Context: an optimization exercise on an open-source flow, tuned for small area, a short achievable clock period and few clock cycles per item. The choices shown serve that exercise and are no tape-out recipe.
The RTL was checked by simulation tests, not by an equivalence proof against the original design.
Power is estimated from default activity; no workload was simulated.

==> design/flow/design.v <==
module MAC(w_in, d_in, CLK, RSTN, w_out, d_out, result, done, enable, update_ready);
	input [7:0] w_in, d_in;
	output reg [7:0] w_out, d_out;
	input CLK, RSTN;
	output reg [15:0] result;
	reg [15:0] multi;
	input done;
	input enable;
	input update_ready;
    always @(posedge CLK or negedge RSTN) begin
        if (!RSTN) begin
            result <= 0;
            d_out <= 0;
            w_out <= 0;
            multi <= 0;
        end else if (done || !update_ready) begin
            result <= 0;
            d_out <= 0;
            w_out <= 0;
            multi <= 0;
        end else if (enable) begin
            multi <= w_in * d_in;  
            result <= result + multi;  
            d_out <= d_in;  
            w_out <= w_in;  
        end
    end
endmodule
module systolic_array(
	input [127:0] block_I,  
	input [127:0] block_W,  
	input CLK,           
	input RSTN,          
	output reg [255:0] out_array,  
	input update_ready,  
	input [11:0] MNT,  
	input [3:0] i_order_r_SA,  
	input [3:0] w_order_r_SA,  
	output reg [3:0] i_order_out,  
	output reg operation_done,  
	input operation_start,
	input [3:0] group_out_SA,
	output reg [3:0] group_out_out
);
	reg [3:0] count;  
	reg done;         
	reg [7:0] block_W_P11, block_W_P12, block_W_P13, block_W_P14;
	reg [7:0] block_I_P11, block_I_P21, block_I_P31, block_I_P41;
	reg enableP11, enableP12, enableP13, enableP14, enableP21, enableP22, enableP23, enableP24, enableP31, enableP32, enableP33, enableP34, enableP41, enableP42, enableP43, enableP44;
	wire [3:0] M, N, T;  
	reg update_ready_MAC;  
	assign M = MNT[11:8];
	assign N = MNT[7:4];
	assign T = MNT[3:0];
	always @(posedge CLK or negedge RSTN) begin
		if (!RSTN) begin
			block_W_P11 <= 0;
			block_W_P12 <= 0;
			block_W_P13 <= 0;
			block_W_P14 <= 0;
			block_I_P11 <= 0;
			block_I_P21 <= 0;
			block_I_P31 <= 0;
			block_I_P41 <= 0;
		end else if (update_ready) begin
			case (count)
                0: begin
               block_W_P11 <= (N == 0 || N == 1 || N == 2 || N == 3 || (N == 5 || N == 6 || N == 7) && (w_order_r_SA != 1 && w_order_r_SA != 3)) ? 0 : block_W[103:96];  
                    block_W_P12 <= 0;            
                    block_W_P13 <= 0;            
                    block_W_P14 <= 0;            
               block_I_P11 <= (N == 0 || N == 1 || N == 2 || N == 3 || (N == 5 || N == 6 || N == 7) && (i_order_r_SA != 1 && i_order_r_SA != 3)) ? 0 : block_I[103:96];  
               block_I_P21 <= 0;            
               block_I_P31 <= 0;            
               block_I_P41 <= 0;            
                end
                1: begin   
               block_W_P11 <= (N == 0 || N == 1 || N == 2 || (N == 5 || N == 6) && (w_order_r_SA != 1 && w_order_r_SA != 3)) ? 0 : block_W[111:104];  
               block_W_P12 <= (N == 0 || N == 1 || N == 2 || N == 3 || (N == 5 || N == 6 || N == 7) && (w_order_r_SA != 1 && w_order_r_SA != 3)) ? 0 : block_W[71:64];  
                    block_W_P13 <= 0;
                    block_W_P14 <= 0;
               block_I_P11 <= (N == 0 || N == 1 || N == 2 || (N == 5 || N == 6) && (i_order_r_SA != 1 && i_order_r_SA != 3)) ? 0 : block_I[111:104];  
               block_I_P21 <= (N == 0 || N == 1 || N == 2 || N == 3 || (N == 5 || N == 6 || N == 7) && (i_order_r_SA != 1 && i_order_r_SA != 3)) ? 0 : block_I[71:64];  
               block_I_P31 <= 0;            
               block_I_P41 <= 0;            
                end
                2: begin
               block_W_P11 <= (N == 0 || N == 1 || (N == 5 && (w_order_r_SA != 1 && w_order_r_SA != 3))) ? 0 : block_W[119:112];  
               block_W_P12 <= (N == 0 || N == 1 || N == 2 || (N == 5 || N == 6) && (w_order_r_SA != 1 && w_order_r_SA != 3)) ? 0 : block_W[79:72];    
               block_W_P13 <= (N == 0 || N == 1 || N == 2 || N == 3 || (N == 5 || N == 6 || N == 7) && (w_order_r_SA != 1 && w_order_r_SA != 3)) ? 0 : block_W[39:32];  
                    block_W_P14 <= 0;
               block_I_P11 <= (N == 0 || N == 1 || (N == 5 && (i_order_r_SA != 1 && i_order_r_SA != 3))) ? 0 : block_I[119:112];  
               block_I_P21 <= (N == 0 || N == 1 || N == 2 || (N == 5 || N == 6) && (i_order_r_SA != 1 && i_order_r_SA != 3)) ? 0 : block_I[79:72];  
               block_I_P31 <= (N == 0 || N == 1 || N == 2 || N == 3 || (N == 5 || N == 6 || N == 7) && (i_order_r_SA != 1 && i_order_r_SA != 3)) ? 0 : block_I[39:32];  
               block_I_P41 <= 0;            
                end
                3: begin
               block_W_P11 <= (N == 0) ? 0 : block_W[127:120];  
               block_W_P12 <= (N == 0 || N == 1 || (N == 5 && (w_order_r_SA != 1 && w_order_r_SA != 3))) ? 0 : block_W[87:80];    
               block_W_P13 <= (N == 0 || N == 1 || N == 2 || (N == 5 || N == 6) && (w_order_r_SA != 1 && w_order_r_SA != 3)) ? 0 : block_W[47:40];  
               block_W_P14 <= (N == 0 || N == 1 || N == 2 || N == 3 || (N == 5 || N == 6 || N == 7) && (w_order_r_SA != 1 && w_order_r_SA != 3)) ? 0 : block_W[7:0];    
               block_I_P11 <= (N == 0) ? 0 : block_I[127:120];  
               block_I_P21 <= (N == 0 || N == 1 || (N == 5 && (i_order_r_SA != 1 && i_order_r_SA != 3))) ? 0 : block_I[87:80];    
               block_I_P31 <= (N == 0 || N == 1 || N == 2 || (N == 5 || N == 6) && (i_order_r_SA != 1 && i_order_r_SA != 3)) ? 0 : block_I[47:40];    
               block_I_P41 <= (N == 0 || N == 1 || N == 2 || N == 3 || (N == 5 || N == 6 || N == 7) && (i_order_r_SA != 1 && i_order_r_SA != 3)) ? 0 : block_I[7:0];    
                end
                4: begin
                    block_W_P11 <= 0;
               block_W_P12 <= (N == 0) ? 0 : block_W[95:88];  
               block_W_P13 <= (N == 0 || N == 1 || (N == 5 && (w_order_r_SA != 1 && w_order_r_SA != 3))) ? 0 : block_W[55:48];  
               block_W_P14 <= (N == 0 || N == 1 || N == 2 || (N == 5 || N == 6) && (w_order_r_SA != 1 && w_order_r_SA != 3)) ? 0 : block_W[15:8];  
               block_I_P11 <= 0;
               block_I_P21 <= (N == 0) ? 0 : block_I[95:88];  
               block_I_P31 <= (N == 0 || N == 1 || (N == 5 && (i_order_r_SA != 1 && i_order_r_SA != 3))) ? 0 : block_I[55:48];  
               block_I_P41 <= (N == 0 || N == 1 || N == 2 || (N == 5 || N == 6) && (i_order_r_SA != 1 && i_order_r_SA != 3)) ? 0 : block_I[15:8];  
                end
            5: begin
               block_W_P11 <= 0;
               block_W_P12 <= 0;
               block_W_P13 <= (N == 0) ? 0 : block_W[63:56];  
               block_W_P14 <= (N == 0 || N == 1 || (N == 5 && (w_order_r_SA != 1 && w_order_r_SA != 3))) ? 0 : block_W[23:16];  
               block_I_P11 <= 0;
               block_I_P21 <= 0;
               block_I_P31 <= (N == 0) ? 0 : block_I[63:56];  
               block_I_P41 <= (N == 0 || N == 1 || (N == 5 && (i_order_r_SA != 1 && i_order_r_SA != 3))) ? 0 : block_I[23:16];  
            end
            6: begin
               block_W_P11 <= 0;
               block_W_P12 <= 0;
               block_W_P13 <= 0;
               block_W_P14 <= (N == 0) ? 0 : block_W[31:24];  
               block_I_P11 <= 0;
               block_I_P21 <= 0;
               block_I_P31 <= 0;
               block_I_P41 <= (N == 0) ? 0 : block_I[31:24];  
            end
                default: begin
                    block_W_P11 <= 0;
                    block_W_P12 <= 0;
                    block_W_P13 <= 0;
                    block_W_P14 <= 0;
               block_I_P11 <= 0;
               block_I_P21 <= 0;
               block_I_P31 <= 0;
               block_I_P41 <= 0;
                end
            endcase
		end
	end
	wire [7:0] d_out_P11, d_out_P12, d_out_P13, d_out_P14;
	wire [7:0] w_out_P11, w_out_P12, w_out_P13, w_out_P14;
	wire [15:0] result_P11, result_P12, result_P13, result_P14;
	wire [7:0] d_out_P21, d_out_P22, d_out_P23, d_out_P24;
	wire [7:0] w_out_P21, w_out_P22, w_out_P23, w_out_P24;
	wire [15:0] result_P21, result_P22, result_P23, result_P24;
	wire [7:0] d_out_P31, d_out_P32, d_out_P33, d_out_P34;
	wire [7:0] w_out_P31, w_out_P32, w_out_P33, w_out_P34;
	wire [15:0] result_P31, result_P32, result_P33, result_P34;
	wire [7:0] d_out_P41, d_out_P42, d_out_P43, d_out_P44;
	wire [7:0] w_out_P41, w_out_P42, w_out_P43, w_out_P44;
	wire [15:0] result_P41, result_P42, result_P43, result_P44;
	MAC P11 (block_W_P11, block_I_P11, CLK, RSTN, w_out_P11, d_out_P11, result_P11, done, enableP11, update_ready_MAC);
	MAC P12 (block_W_P12, d_out_P11, CLK, RSTN, w_out_P12, d_out_P12, result_P12, done, enableP12, update_ready_MAC);
	MAC P13 (block_W_P13, d_out_P12, CLK, RSTN, w_out_P13, d_out_P13, result_P13, done, enableP13, update_ready_MAC);
	MAC P14 (block_W_P14, d_out_P13, CLK, RSTN, w_out_P14, d_out_P14, result_P14, done, enableP14, update_ready_MAC);
	MAC P21 (w_out_P11, block_I_P21, CLK, RSTN, w_out_P21, d_out_P21, result_P21, done, enableP21, update_ready_MAC);
	MAC P22 (w_out_P12, d_out_P21, CLK, RSTN, w_out_P22, d_out_P22, result_P22, done, enableP22, update_ready_MAC);
	MAC P23 (w_out_P13, d_out_P22, CLK, RSTN, w_out_P23, d_out_P23, result_P23, done, enableP23, update_ready_MAC);
	MAC P24 (w_out_P14, d_out_P23, CLK, RSTN, w_out_P24, d_out_P24, result_P24, done, enableP24, update_ready_MAC);
	MAC P31 (w_out_P21, block_I_P31, CLK, RSTN, w_out_P31, d_out_P31, result_P31, done, enableP31, update_ready_MAC);
	MAC P32 (w_out_P22, d_out_P31, CLK, RSTN, w_out_P32, d_out_P32, result_P32, done, enableP32, update_ready_MAC);
	MAC P33 (w_out_P23, d_out_P32, CLK, RSTN, w_out_P33, d_out_P33, result_P33, done, enableP33, update_ready_MAC);
	MAC P34 (w_out_P24, d_out_P33, CLK, RSTN, w_out_P34, d_out_P34, result_P34, done, enableP34, update_ready_MAC);
	MAC P41 (w_out_P31, block_I_P41, CLK, RSTN, w_out_P41, d_out_P41, result_P41, done, enableP41, update_ready_MAC);
	MAC P42 (w_out_P32, d_out_P41, CLK, RSTN, w_out_P42, d_out_P42, result_P42, done, enableP42, update_ready_MAC);
	MAC P43 (w_out_P33, d_out_P42, CLK, RSTN, w_out_P43, d_out_P43, result_P43, done, enableP43, update_ready_MAC);
	MAC P44 (w_out_P34, d_out_P43, CLK, RSTN, w_out_P44, d_out_P44, result_P44, done, enableP44, update_ready_MAC);
	always @(posedge CLK or negedge RSTN) begin
		if (!RSTN) begin
			out_array <= 0;
			operation_done <= 0;
			group_out_out <= 0;
			i_order_out <= 0;
		end else if(done) begin
			operation_done <= 1;
			group_out_out <= group_out_SA;
			i_order_out <= i_order_r_SA;
			out_array <= {result_P11, result_P12, result_P13, result_P14, result_P21, result_P22, result_P23, result_P24, result_P31, result_P32, result_P33, result_P34, result_P41, result_P42, result_P43, result_P44};
		end else begin
			operation_done <= 0;
		end
	end
	wire [3:0] row_ok, col_ok;
	assign row_ok[0] = (i_order_r_SA == 3 || i_order_r_SA == 4) ? (T > 4) : (i_order_r_SA == 1 || i_order_r_SA == 2) ? (T > 0) : 1'b1;
	assign row_ok[1] = (i_order_r_SA == 3 || i_order_r_SA == 4) ? (T > 5) : (i_order_r_SA == 1 || i_order_r_SA == 2) ? (T > 1) : 1'b1;
	assign row_ok[2] = (i_order_r_SA == 3 || i_order_r_SA == 4) ? (T > 6) : (i_order_r_SA == 1 || i_order_r_SA == 2) ? (T > 2) : 1'b1;
	assign row_ok[3] = (i_order_r_SA == 3 || i_order_r_SA == 4) ? (T > 7) : (i_order_r_SA == 1 || i_order_r_SA == 2) ? (T > 3) : 1'b1;
	assign col_ok[0] = (w_order_r_SA == 3 || w_order_r_SA == 4) ? (M > 4) : (w_order_r_SA == 1 || w_order_r_SA == 2) ? (M > 0) : 1'b1;
	assign col_ok[1] = (w_order_r_SA == 3 || w_order_r_SA == 4) ? (M > 5) : (w_order_r_SA == 1 || w_order_r_SA == 2) ? (M > 1) : 1'b1;
	assign col_ok[2] = (w_order_r_SA == 3 || w_order_r_SA == 4) ? (M > 6) : (w_order_r_SA == 1 || w_order_r_SA == 2) ? (M > 2) : 1'b1;
	assign col_ok[3] = (w_order_r_SA == 3 || w_order_r_SA == 4) ? (M > 7) : (w_order_r_SA == 1 || w_order_r_SA == 2) ? (M > 3) : 1'b1;
	always @(posedge CLK or negedge RSTN) begin
		if (!RSTN) begin
			enableP11 <= 1;
			enableP12 <= 1;
			enableP13 <= 1;
			enableP14 <= 1;
			enableP21 <= 1;
			enableP22 <= 1;
			enableP23 <= 1;
			enableP24 <= 1;
			enableP31 <= 1;
			enableP32 <= 1;
			enableP33 <= 1;
			enableP34 <= 1;
			enableP41 <= 1;
			enableP42 <= 1;
			enableP43 <= 1;
			enableP44 <= 1;
		end else begin
			enableP11 <= row_ok[0] & col_ok[0];
			enableP12 <= row_ok[0] & col_ok[1];
			enableP13 <= row_ok[0] & col_ok[2];
			enableP14 <= row_ok[0] & col_ok[3];
			enableP21 <= row_ok[1] & col_ok[0];
			enableP22 <= row_ok[1] & col_ok[1];
			enableP23 <= row_ok[1] & col_ok[2];
			enableP24 <= row_ok[1] & col_ok[3];
			enableP31 <= row_ok[2] & col_ok[0];
			enableP32 <= row_ok[2] & col_ok[1];
			enableP33 <= row_ok[2] & col_ok[2];
			enableP34 <= row_ok[2] & col_ok[3];
			enableP41 <= row_ok[3] & col_ok[0];
			enableP42 <= row_ok[3] & col_ok[1];
			enableP43 <= row_ok[3] & col_ok[2];
			enableP44 <= row_ok[3] & col_ok[3];
		end
	end
    always @(posedge CLK or negedge RSTN) begin
        if (!RSTN) begin
            done <= 0;
            count <= 0;
			update_ready_MAC <= 0;
        end else begin
            if (update_ready) begin  
                if (count == 11) begin
                    done <= 1;
					count <= 0;
                end else begin
                    done <= 0;
                    count <= count + 1;
                end
				update_ready_MAC <= 1;
			end else begin
				count <= 0;
				done <= 0;
				update_ready_MAC <= 0;
			end
        end
    end
endmodule
module control (
    input wire CLK,
    input wire RSTN,
    input wire [11:0] MNT,           
    input wire operation_done,     
    input wire START,              
    output reg [3:0] i_order,      
    output reg [3:0] w_order,      
    output reg operation_start,    
    output reg [3:0] group_out,    
    output reg case_start,         
    output reg change_order,       
    output reg EN_I_s,             
    output reg [2:0] ADDR_I_s,     
    output reg EN_W_s,             
    output reg [2:0] ADDR_W_s      
);
    reg [7:0] operations;          
    reg finding;
    reg [3:0] operation_index;     
    reg [3:0] operation_current;   
    reg active;                    
    reg [3:0] last_order_i, last_order_w;   
    reg [2:0] B;
    wire [4:0] T, N, M;
    reg EN_I, EN_W;
    reg [11:0] prev_MNT;           
    always @(posedge CLK or negedge RSTN) begin
        if (!RSTN) begin
            last_order_i <= 0;
            last_order_w <= 0;
            change_order <= 0;
            EN_I_s <= 0;
            EN_W_s <= 0;
        end else begin
            last_order_i <= i_order;
            last_order_w <= w_order;
            change_order <= (last_order_i ^ i_order) || (last_order_w ^ w_order);
            EN_I_s <= EN_I;
            EN_W_s <= EN_W;
        end
    end
    assign M = MNT[11:8];
    assign N = MNT[7:4];
    assign T = MNT[3:0];
    always @(posedge CLK or negedge RSTN) begin
        if (!RSTN) begin
            active <= 0;
        end else if (START) begin
            active <= 1;           
        end else if (operation_index >= 8) begin
            active <= 0;           
        end
    end
    always @(*) begin
    operations = 8'b00000000;  
            if (T > 4 && N > 4 && M > 4) begin
                operations = 8'b11111111;   
            end else if (T > 4 && N > 4 && M <= 4) begin
                operations = 8'b11001100;   
            end else if (T > 4 && N <= 4 && M > 4) begin
                operations = 8'b10101010;   
            end else if (T <= 4 && N > 4 && M > 4) begin
                operations = 8'b11110000;   
            end else if (T > 4 && N <= 4 && M <= 4) begin
                operations = 8'b10001000;   
            end else if (T <= 4 && N > 4 && M <= 4) begin
                operations = 8'b11000000;   
            end else if (T <= 4 && N <= 4 && M > 4) begin
                operations = 8'b10100000;   
            end else begin
                operations = 8'b10000000;   
            end
        end
    always @(posedge CLK or negedge RSTN) begin
        if (!RSTN) begin
            case_start <= 0;
            finding <= 0;
            operation_index <= 1;
            operation_current <= 0;
            operation_start <= 0;
            group_out <= 0;
            prev_MNT <= 0;   
        end else begin
            if (MNT != prev_MNT) begin
                case_start <= 1;
                prev_MNT <= MNT;   
            end else begin
                case_start <= 0;
            end
            if (case_start || operation_done || finding) begin
                case_start <= 0;
                operation_start <= 0;
                finding <= 0;
                if (operation_index <= 8) begin
                    case (operations)
                        8'b11111111: begin
                            operation_current <= operation_index;
                            operation_index <= operation_index + 1;
                            operation_start <= 1;
                        end
                        8'b11001100: begin
                            operation_current <= operation_index;
                            if (operation_index == 2 || operation_index == 6) begin
                                operation_index <= operation_index + 3;
                            end else begin
                                operation_index <= operation_index + 1;
                            end
                            operation_start <= 1;
                        end
                        8'b10101010: begin
                            operation_current <= operation_index;
                            if (operation_index == 1 || operation_index == 3 || operation_index == 5 || operation_index == 7) begin
                                operation_index <= operation_index + 2;
                            end else begin
                                operation_index <= operation_index + 1;
                            end
                            operation_start <= 1;
                        end
                        8'b11110000: begin
                            operation_current <= operation_index;
                            if (operation_index == 4 ) begin
                                operation_index <= operation_index + 5;
                            end else begin
                                operation_index <= operation_index + 1;
                            end
                            operation_start <= 1;
                        end
                        8'b10001000: begin
                            operation_current <= operation_index;
                            if (operation_index == 1 || operation_index == 5) begin
                                operation_index <= operation_index + 4;
                            end else begin
                                operation_index <= operation_index + 1;
                            end
                            operation_start <= 1;
                        end
                        8'b11000000: begin
                            operation_current <= operation_index;
                            if (operation_index == 2) begin
                                operation_index <= operation_index + 7;
                            end else begin
                                operation_index <= operation_index + 1;
                            end
                            operation_start <= 1;
                        end
                        8'b10100000: begin
                            operation_current <= operation_index;
                            if (operation_index == 1 ) begin
                                operation_index <= operation_index + 2;
                            end else if (operation_index == 3) begin
                                operation_index <= operation_index + 6;
                            end else begin
                                operation_index <= operation_index + 1;
                            end
                            operation_start <= 1;
                        end
                        8'b10000000: begin
                            operation_current <= operation_index;
                            if (operation_index == 1) begin
                                operation_index <= operation_index + 8;
                            end else begin
                                operation_index <= operation_index + 1;
                            end
                            operation_start <= 1;
                        end
                        default: begin
                            operation_current <= 0;
                            operation_start <= 0;
                        end
                    endcase
                    case (operation_index)
                        1, 2: group_out <= 4'b0001;  
                        3, 4: group_out <= 4'b0010;  
                        5, 6: group_out <= 4'b0011;  
                        7, 8: group_out <= 4'b0100;  
                        default: group_out <= 0;
                    endcase
                end else begin
                    operation_index <= 0;
                    operation_current <= 0;
                    operation_start <= 0;
                    group_out <= 0;
                end
            end else begin
                operation_start <= 0;
            end
        end
    end
    always @(posedge CLK or negedge RSTN) begin
        if (!RSTN) begin
            EN_I <= 0;
            EN_W <= 0;
            B <= 0;
        end else if (active) begin
            EN_W <= 1;
            EN_I <= 1;
            if (B == 3) begin
                B <= 0;
            end else begin
                B <= B + 1;
            end
        end else if (!active) begin
            EN_I <= 0;
            EN_W <= 0;
            B <= 0;
        end
    end 
    always @(*) begin
        case (operation_current)
            1: begin i_order = 4'b0001; w_order = 4'b0001; end  
            2: begin i_order = 4'b0010; w_order = 4'b0010; end  
            3: begin i_order = 4'b0001; w_order = 4'b0011; end  
            4: begin i_order = 4'b0010; w_order = 4'b0100; end  
            5: begin i_order = 4'b0011; w_order = 4'b0001; end  
            6: begin i_order = 4'b0100; w_order = 4'b0010; end  
            7: begin i_order = 4'b0011; w_order = 4'b0011; end  
            8: begin i_order = 4'b0100; w_order = 4'b0100; end  
            default: begin i_order = 4'b0000; w_order = 4'b0000; end  
        endcase
    end
    reg [2:0] B_d;
    always @(posedge CLK or negedge RSTN) begin
        if (!RSTN) begin
            B_d <= 0;
            ADDR_I_s <= 0;
            ADDR_W_s <= 0;
        end else begin
            B_d <= B;
            case (i_order)
                1, 2: ADDR_I_s <= {1'b0, B_d[1:0]};
                3, 4: ADDR_I_s <= {1'b1, B_d[1:0]};
            endcase
            case (w_order)
                1, 2: ADDR_W_s <= {1'b0, B_d[1:0]};
                3, 4: ADDR_W_s <= {1'b1, B_d[1:0]};
            endcase
        end
    end
endmodule
module InputDevider (
    input wire CLK,
    input wire RSTN,
    input wire [63:0] SRAM_DATA,   
    input wire change_order,
    input wire [3:0] i_order_r,  
    input wire EN_I_r,
    input wire [3:0] group_out_r,
    output reg update_ready,       
    output reg [127:0] block_I,
	output reg [3:0] i_order_r_SA,
	output reg change_order_r,
    output reg [3:0] group_out_SA
);
reg [3:0] B;  
wire i;
assign i = ((i_order_r == 1) || (i_order_r == 3)) ? 0 : 1;
always @(posedge CLK or negedge RSTN) begin
    if (!RSTN) begin
		block_I <= 0;
    end else if (!update_ready) begin
            block_I[127-32*B -: 32] <= SRAM_DATA[63-32*i -: 32];  
    end
end
always @(posedge CLK or negedge RSTN) begin
    if (!RSTN) begin
        B <= 0;
        update_ready <= 0;
        change_order_r <= 0;
        i_order_r_SA <= 0;
        group_out_SA <= 0;
    end else if (change_order) begin
        B <= 0;
        update_ready <= 0;
		change_order_r <= 0;
    end else if(EN_I_r) begin                   
            if (B < 3) begin
                B <= B + 1;
            end else begin
                update_ready <= 1;  
                i_order_r_SA <= i_order_r;
                B <= 0;
				change_order_r <= change_order;
                group_out_SA <= group_out_r;
            end
        end
    end
endmodule
module WeightDevider (
    input wire CLK,
    input wire RSTN,
    input wire [63:0] SRAM_DATA,   
    input wire change_order,
    input wire [3:0] w_order_r,  
    input wire EN_W_r,    
    output reg [127:0] block_W,
	output reg [3:0] w_order_r_SA
);
reg [3:0] B;  
wire i;
reg update_ready;
assign i = ((w_order_r == 1) || (w_order_r == 3)) ? 0 : 1;
always @(posedge CLK or negedge RSTN) begin
    if (!RSTN) begin
		block_W <= 0;
    end else if (!update_ready) begin
            block_W[127-32*B -: 32] <= SRAM_DATA[63-32*i -: 32];  
    end
end
always @(posedge CLK or negedge RSTN) begin
    if (!RSTN) begin
        B <= 0;
        update_ready <= 0;
        w_order_r_SA <= 0;
    end else if (change_order) begin
        B <= 0;
        update_ready <= 0;
    end else if(EN_W_r) begin                   
            if (B < 3) begin
                B <= B + 1;
            end else begin
                update_ready <= 1;  
                w_order_r_SA <= w_order_r;
                B <= 0;
            end
        end
    end
endmodule
module OutputBuffer(
    input wire CLK,
    input wire RSTN, 
    input [255:0] block,
	input operation_done,
    input [3:0] group_out_out,
    output reg EN_O_i,
    output reg [3:0] ADDR_O_r,
    output reg [63:0] WDATA_O,
	input [11:0] MNT,
	input [3:0] i_order_out
);
    reg [3:0] count;
    reg [4:0] mem_loc;
    reg [1:0] ADDR_count;  
	reg [1:0] operation_done_count;
	reg count_start, slice_start, EN_O_t, EN_O, wipe, EN_O_r;
	reg [2:0] bitslice_factor;
	reg [15:0] EN_count;
	reg wipe_r;
	reg [2:0] group_out_out_prev;
	reg activity_halt;
	wire [3:0] M, N, T;
	assign M = MNT[11:8];
	assign N = MNT[7:4];
	assign T = MNT[3:0];
	wire [3:0] EN_c;
	reg [255:0] mem_data;
	assign EN_c = 
	(T == 1 || (T == 5 && i_order_out == 3)) ? 1 :
	(T == 2 || (T == 6 && i_order_out == 3)) ? 2 :
	(T == 3 || (T == 7 && i_order_out == 3)) ? 3 : 4;
	reg [3:0] ADDR_O, ADDR_O_i;
	reg [3:0] N_reg;  
	always @(posedge CLK or negedge RSTN) begin
    	if (!RSTN) begin
        	N_reg <= 0;  
    	end else if (activity_halt) begin
		end else begin
        	N_reg <= N;  
    	end
	end
	always @(posedge CLK or negedge RSTN) begin
		if (!RSTN) begin
			operation_done_count <= 0;
			EN_O <= 0;
		end else if (activity_halt) begin
		end else begin
			if(operation_done) begin
				if(N_reg<=4) begin
					operation_done_count <= 2;
				end else begin
					operation_done_count <= operation_done_count + 1;
				end
			end	else if(operation_done_count == 2) begin
				operation_done_count <= 0;
				EN_O <= 1;
			end else begin
				EN_O <= 0;
			end
		end
	end
	always @(posedge CLK or negedge RSTN) begin
		if (!RSTN) begin
			WDATA_O <= 0;
			ADDR_O_r <= 0;
			EN_O_r <= 0;
		end else if (activity_halt) begin
		end else if (slice_start) begin
				WDATA_O	<= mem_data[255-64*bitslice_factor -: 64];  
				ADDR_O_r <= ADDR_O_i;
				EN_O_r <= EN_O_i;
		end
	end
	always @(posedge CLK or negedge RSTN) begin
        if (!RSTN) begin
            ADDR_O <= 0;
			count_start <= 0;
			ADDR_count <= 0;
        end else if (activity_halt) begin
		end else if(operation_done) begin
            case (group_out_out)
                1 : ADDR_O <= 0;
                2 : ADDR_O <= 1;
                3 : ADDR_O <= 8;
                4 : ADDR_O <= 9;
            endcase
			count_start <= 1;					
		end else begin
			if(ADDR_count > 3) begin
                ADDR_count <= 0;
            end else begin
                ADDR_O <= ADDR_O + 2;
                ADDR_count <= ADDR_count + 1;
            end
		end
    end
    always @(posedge CLK or negedge RSTN) begin
        if (!RSTN) begin
            bitslice_factor <= 0;
			ADDR_O_i <= 0;
			slice_start <= 0;
        end else if (activity_halt) begin
		end else if(count_start) begin
			ADDR_O_i <= ADDR_O;
			case (ADDR_O)
                0,1,8,9 : bitslice_factor <= 0;
                2,3,10,11 : bitslice_factor <= 1;
                4,5,12,13 : bitslice_factor <= 2;
                6,7,14,15 : bitslice_factor <= 3;
                default: bitslice_factor <= 0;  
            endcase
			slice_start <= 1;
		end 
    end
	always @(posedge CLK or negedge RSTN) begin
		if (!RSTN) begin
			EN_O_i <= 0;
			EN_count <= 5;
			wipe <= 0;
		end else if (activity_halt) begin
		end else begin
			if (EN_O) begin
				EN_O_i <= 1;
				EN_count <= 1;
			end else begin
				if (EN_count == EN_c) begin
					EN_O_i <= 0;
					wipe <= 1;
				end else begin
					wipe <= 0;
				end
				EN_count <= EN_count + 1;
			end
		end
	end
	always @(posedge CLK or negedge RSTN) begin
		if (!RSTN) begin
			wipe_r <= 0;
		end else if (activity_halt) begin
		end else begin
			wipe_r <= wipe;
		end
	end
	always @(posedge CLK or negedge RSTN) begin
		if (!RSTN) begin
			EN_O_t <= 0;
		end else if (activity_halt) begin
		end else begin
			EN_O_t <= EN_O_r;
		end
	end
	always @(posedge CLK or negedge RSTN) begin
    if (!RSTN) begin
        group_out_out_prev <= 0;
        activity_halt <= 0;
    end else if (activity_halt) begin
		end else begin
        group_out_out_prev <= group_out_out;
        if ((group_out_out_prev != 0) && (group_out_out == 0)) begin
            activity_halt <= 1;  
        end
    end
end
always @(posedge CLK or negedge RSTN) begin
    if (!RSTN) begin
        mem_data <= 0;  
    end else if (activity_halt) begin
		end else if (wipe_r) begin  
        mem_data <= 0;
    end else if (operation_done) begin
        mem_data[255:240] <= block[255:240] + mem_data[255:240];
        mem_data[239:224] <= block[239:224] + mem_data[239:224];
        mem_data[223:208] <= block[223:208] + mem_data[223:208];
        mem_data[207:192] <= block[207:192] + mem_data[207:192];
        mem_data[191:176] <= block[191:176] + mem_data[191:176];
        mem_data[175:160] <= block[175:160] + mem_data[175:160];
        mem_data[159:144] <= block[159:144] + mem_data[159:144];
        mem_data[143:128] <= block[143:128] + mem_data[143:128];
        mem_data[127:112] <= block[127:112] + mem_data[127:112];
        mem_data[111:96] <= block[111:96] + mem_data[111:96];
        mem_data[95:80] <= block[95:80] + mem_data[95:80];
        mem_data[79:64] <= block[79:64] + mem_data[79:64];
        mem_data[63:48] <= block[63:48] + mem_data[63:48];
        mem_data[47:32] <= block[47:32] + mem_data[47:32];
        mem_data[31:16] <= block[31:16] + mem_data[31:16];
        mem_data[15:0] <= block[15:0] + mem_data[15:0];
    end
end
endmodule
module macarray (
    input     wire              CLK,
    input     wire              RSTN,
	input	  wire	  [11:0]	MNT,
	input	  wire				START,
    output    wire              EN_I,
    output    wire    [2:0]     ADDR_I,
    input     wire    [63:0]    RDATA_I,
	output    wire              EN_W,
    output    wire    [2:0]     ADDR_W,
    input     wire    [63:0]    RDATA_W,
    output    wire              EN_O,
    output    wire              RW_O,
    output    wire    [3:0]     ADDR_O,
    output    wire    [63:0]    WDATA_O,
    input     wire    [63:0]    RDATA_O
);
    wire [3:0] i_order, w_order;
    wire operation_start, case_start, update_ready, START_d, operation_done;
    wire [127:0] block_I, block_W;
	wire [255:0] block_O;
    wire [2:0] bitslice_factor;
	wire change_order;
	wire change_order_r;
	reg EN_I_r, EN_W_r;
	reg [3:0] i_order_r, w_order_r;
	reg [3:0] group_out_r;
	wire [3:0] group_out;
	wire [3:0] i_order_r_SA, w_order_r_SA, i_order_out;
	wire [3:0] group_out_SA, group_out_out;
    control uCONTROL(
        .CLK(CLK),
        .RSTN(RSTN),
        .MNT(MNT),
        .operation_done(operation_done),   
        .i_order(i_order),               
        .w_order(w_order),               
        .operation_start(operation_start),       
        .group_out(group_out),             
        .case_start(case_start),            
		.START(START),
		.ADDR_I_s(ADDR_I),
		.ADDR_W_s(ADDR_W),
		.EN_I_s(EN_I),
		.EN_W_s(EN_W),
		.change_order(change_order)
    );
	always @(posedge CLK or negedge RSTN) begin
		if (!RSTN) begin
			EN_I_r <= 0;
			EN_W_r <= 0;
			i_order_r <= 0;
			w_order_r <= 0;
			group_out_r <= 0;
		end else if(EN_I) begin
			EN_I_r <= 1;
			EN_W_r <= 1;
			i_order_r <= i_order;
			w_order_r <= w_order;
			group_out_r <= group_out;
		end
	end
	InputDevider uInputDevider (
		.CLK(CLK),
		.RSTN(RSTN),
		.SRAM_DATA(RDATA_I),
		.change_order(change_order),
		.i_order_r(i_order_r),
		.EN_I_r(EN_I_r),
		.update_ready(update_ready),
		.block_I(block_I),
		.i_order_r_SA(i_order_r_SA),
		.change_order_r(change_order_r),
		.group_out_r(group_out_r),
		.group_out_SA(group_out_SA)
	);
	WeightDevider uWeightDevider (
		.CLK(CLK),
		.RSTN(RSTN),
		.SRAM_DATA(RDATA_W),
		.change_order(change_order),
		.w_order_r(w_order_r),
		.EN_W_r(EN_W_r),
		.block_W(block_W),
		.w_order_r_SA(w_order_r_SA)
	);
	systolic_array uSystolicArray (
		.block_I(block_I),
		.block_W(block_W),
		.CLK(CLK),
		.RSTN(RSTN),
		.out_array(block_O),
		.update_ready(update_ready),
		.MNT(MNT),
		.i_order_r_SA(i_order_r_SA),
		.w_order_r_SA(w_order_r_SA),
		.i_order_out(i_order_out),
		.operation_done(operation_done),
		.operation_start(operation_start),
		.group_out_SA(group_out_SA),
		.group_out_out(group_out_out)
	);
	OutputBuffer uOutputBuffer (
		.CLK(CLK),
		.RSTN(RSTN),
		.block(block_O),
		.operation_done(operation_done),
		.group_out_out(group_out_out),
		.EN_O_i(EN_O),
		.ADDR_O_r(ADDR_O),
		.WDATA_O(WDATA_O),
		.MNT(MNT),
		.i_order_out(i_order_out)
	);
	assign RW_O = 1'b1;
endmodule
==> design/flow/run.sh <==
#!/bin/bash
# synth_recipe.tcl (not shown) runs the flow's synth.tcl, then flattens the netlist and writes it again
# the make line also repeats each setting of config.mk as NAME=value (left out here)
make -C /OpenROAD-flow-scripts/flow DESIGN_CONFIG=/design/flow/config.mk WORK_HOME=/design/flow/orfs CLKGATE_MAP_FILE= SYNTH_SCRIPT=/design/flow/synth_recipe.tcl finish
==> design/flow/config.mk <==
export PLATFORM = sky130hd
export DESIGN_NAME = macarray
export DESIGN_NICKNAME = macarray
export VERILOG_FILES = /design/flow/design.v
export SDC_FILE = /design/flow/constraint.sdc
export NUM_CORES = 4
export LEC_CHECK = 0
export CAP_MARGIN = 20
export CORE_MARGIN = 2
export CORE_UTILIZATION = 40
export SLEW_MARGIN = 20
==> design/flow/constraint.sdc <==
create_clock -name core_clock -period 6.0 [get_ports {CLK}]
set_input_delay 1.2000 -clock core_clock [delete_from_list [all_inputs] [get_ports {CLK}]]
set_output_delay 1.2000 -clock core_clock [all_outputs]
set_load 0.01 [all_outputs]
==> reports/qor.yml <==
root_buffer: "clkbuf_16"
synth_seq_area_share_pct: 34.9
rsz0062_at_grt: "false"
viasPerCell: 5.39
ios: 285
largestRegisters: "uOutputBuffer.mem_data (256), uSystolicArray.out_array (256)"
multi_input_area_um2: 75400
dp_hpwl_um: 240000
required_ns: 6.73
ys_warn_count: 7
port_buffers: 219
synth_fp_nets: 14600
p_clk_share_pct: 45.1
pre_cts_ws_ns: 1.28
worstHoldPathType: "input port to asynchronous set/reset pin"
fmax_mhz: 208
finalNetCount: 14500
r2r_end: "uSystolicArray.P41.multi[15]"
synth_top_area_cell: "dfrtp_1"
wl_um: 322000
path_class: "flop to flop"
end_kind: "flop"
sw_frac_of_total_pct: 26.7
cts_resized: 0
grt_use_met2_pct: 32.9
tightest_slew_ns: 1.19
core_area_um2: 311000
htreeDepth: 4
ys.flop_type: "dfrtp_1"
worst_r2r_path_depth: 15
synth_area_um2: 125000
reg2reg_from: "uSystolicArray.block_I_P41[2]"
status: "complete, no violations"
clockBufferDepth: 4
rrSetupSlack_ns: 1.20
vias: 91000
power.internal_mw: 21.8
synth.most_common_cell: "dfrtp_1"
overflow: 0
synth-seq-cells: 1745
p_sw_mw: 7.93
worst_slack_ns: 1.20
grt_pass1_vias: 89600
min_period_ns: 4.80
power_frac_seq_pct: 45.1
cts.sinks: 1745
use_met1_pct: 28.9
clkLatencyLatePin_ns: 0.91
setup_viol: 0
hold_ws_ns: 0.259
power_density_nw_per_um2: 215
drt_iter0_drc: 6188
synth_area_leaders: "dfrtp_1 35%, ha_1 11%, fa_1 9.7%, mux2i_1 4.9%, nand2_1 3.7%"
dieHeight_um: 563
startpoint: "uSystolicArray.block_I_P41[2]"
leakagePower_nw: 70.2
cts_tree: "built"
grtUsageTotal_pct: 20.3
timing.final.crit_share_pct: 80.0
num_rows: 205
ys_top_cells_by_count: "1,726 x dfrtp_1, 1,237 x nand2_1, 1,090 x ha_1, 957 x nor2_1, 914 x inv_1"
peakVddDrop_v: 0.000249
slew_violations: 0
globalplace.congestion: 0.858
combinationalPowerShare_pct: 9.7
area_growth_pct: 10.6
cts_buffers: 202
cp_max_fo: 10
slew-limit-headroom_pct: 20.5
drt_drc_violations_left: 0
synth_cell_types: 88
worstSetupStartpointType: "flop"
syn_inst: 12700
wl_per_cell_um: 19.1
grt-busiest-layer: "met2"
grt_pass1_wl_um: 518000
cts_setup_buffers: 0
start_util_pct: 40.2
ant_nets: 0
met3_usage_pct: 2.07
synth_edf_count: 0
ctsHoldBuffers: 0
dieArea_um2: 317000
first_pass_iters: 9
fin_worst_skew_ns: 0.0843
grt_antenna_before_repair: 15
synth_area_per_cell_um2: 9.86
die_width_um: 563
layout-drive-gt1-share_pct: 7.61
path_clk_slew_ns: 0.06
fillers: 29800
finalSetupTns_ns: 0
synth-async-reset-ratio_pct: 100
grt_max_degree: 160
maxCapViolCount: 0
synth_top_area_share_pct: 34.5
final-seq-area_um2: 43700
arrival_ns: 5.53
hold_viol: 0
[kinds of logic after synthesis]
kind of cell,share of synthesized area (%)
adders and majority gates,20.6
and+or+nand+nor,14.4
other,0.00300
buffers and inverters,4.80
AOI/OAI and AO/OA,12.1
DFF,34.9
muxes,9.35
xor gates and xnor gates,3.78
[worst max-delay path by stage]
stage,to,cells past startpoint,slack [ns]
floorplan,uSystolicArray.P14.multi[14],15,1.74
global placement,uSystolicArray.P41.multi[15],14,1.31
detailed placement,uSystolicArray.P14.multi[14],13,1.28
CTS,uSystolicArray.P41.multi[15],15,1.21
global route,uSystolicArray.P41.multi[15],15,0.97
finish,uSystolicArray.P41.multi[15],15,1.20
[layer usage]
metal / wire length, um / vias up
li1: - / 43800
met1: 151000 / 45100
met2: 149000 / 1720
met3: 13700 / 376
met4: 8520 / 0
met5: 0 / -
[final cells by class]
class	count	area share, %
inverter	917	2.49
antenna	8	0.0145
tap	4140	3.75
multi-input combinational	9372	54.6
timing repair buffer	314	2.35
clock inverter	88	0.972
sequential	1745	31.6
clock buffer	279	4.24
[cells in the final DEF, fill, tap and decap left out, drive strengths merged, types with 52 or more instances in the layout]
cell type	count
nand3	158
ha	1090
o21ai	742
clkbuf	279
nand2	1238
nor2	957
mux2i	614
nand3b	85
buf	96
mux2	364
a211oi	99
a31oi	132
nor3	246
o211ai	72
and3	65
or3	115
and2	543
nand2b	81
a21oi	431
nor2b	52
xnor2	352
a222oi	65
o21bai	89
o21a	56
fa	608
mux4	64
inv	916
xor2	188
a21o	195
dfrtp	1726
clkdlybuf4s50	218
[power groups by stage]
| stage | logic, mW | clock network (mW) | registers, mW |
|---|---|---|---|
| 2_1_floorplan | 2.03 | 0 | 13.2 |
| 3_3_place_gp | 2.87 | 0 | 13.6 |
| 3_5_place_dp | 2.94 | 0 | 13.6 |
| 4_1_cts | 2.94 | 13.7 | 13.4 |
| 5_1_grt | 3.27 | 14.2 | 13.5 |
| 6_report | 2.90 | 13.4 | 13.4 |
[critical path: stages, from the launching register on]
cell	delay (ns)
dfrtp_1	0.89
nand2_1	0.17
fa_1	0.55
fa_1	0.55
inv_1	0.05
fa_1	0.49
inv_1	0.05
fa_1	0.47
inv_1	0.04
ha_1	0.34
inv_1	0.07
o21ai_0	0.26
a31oi_1	0.16
a21oi_1	0.19
nor3b_1	0.07
a311o_1	0.27
[metrics by stage]
| stage | utilization, % | instance area (um2) | total power [mW] | instances |
|---|---|---|---|---|
| finish | 44.4 | 138000 | 29.7 | 16900 |
| global route | 44.4 | 138000 | 31.0 | 16900 |
| CTS | 44.4 | 138000 | 30.1 | 16900 |
| detailed placement | 42.1 | 131000 | 16.6 | 16500 |
| global placement | 42.1 | 131000 | 16.5 | 16500 |
| floorplan | - | 125000 | 15.2 | 12700 |
Testbench counts, summed over its fixed seeds: cycles 23,429, items 320.

[static timing again, ports no longer ideal]
Ports are ideal in the flow. The routed layout listed here was re-timed in OpenROAD.
Step 1, drivers: a clkbuf_16 drives CLK and a buf_2 each remaining input, both assumed.
Step 2 adds t to the input delays and takes it off the output delays; t is the mean of the earliest and latest rising clock arrival at the registers after step 1. Input paths then give back, and output paths get back, about the clock's delay inside the block.
a / b / c = no drivers / after step 1 / after step 2; a / b = the first two.
shift t [ns]: 0.971
setup slack, ns: 1.199 / 1.199 / 1.199
hold WS [ns]: 0.259 / 0.241 / 0.350
worst setup path at the end: register to register
slew at the worst register clock pin (ns): 0.07 / 0.07
After both steps setup and hold are still met in this run. The setup slack of this run moves by 0.000 ns with the drivers and by 0.000 ns with both steps.
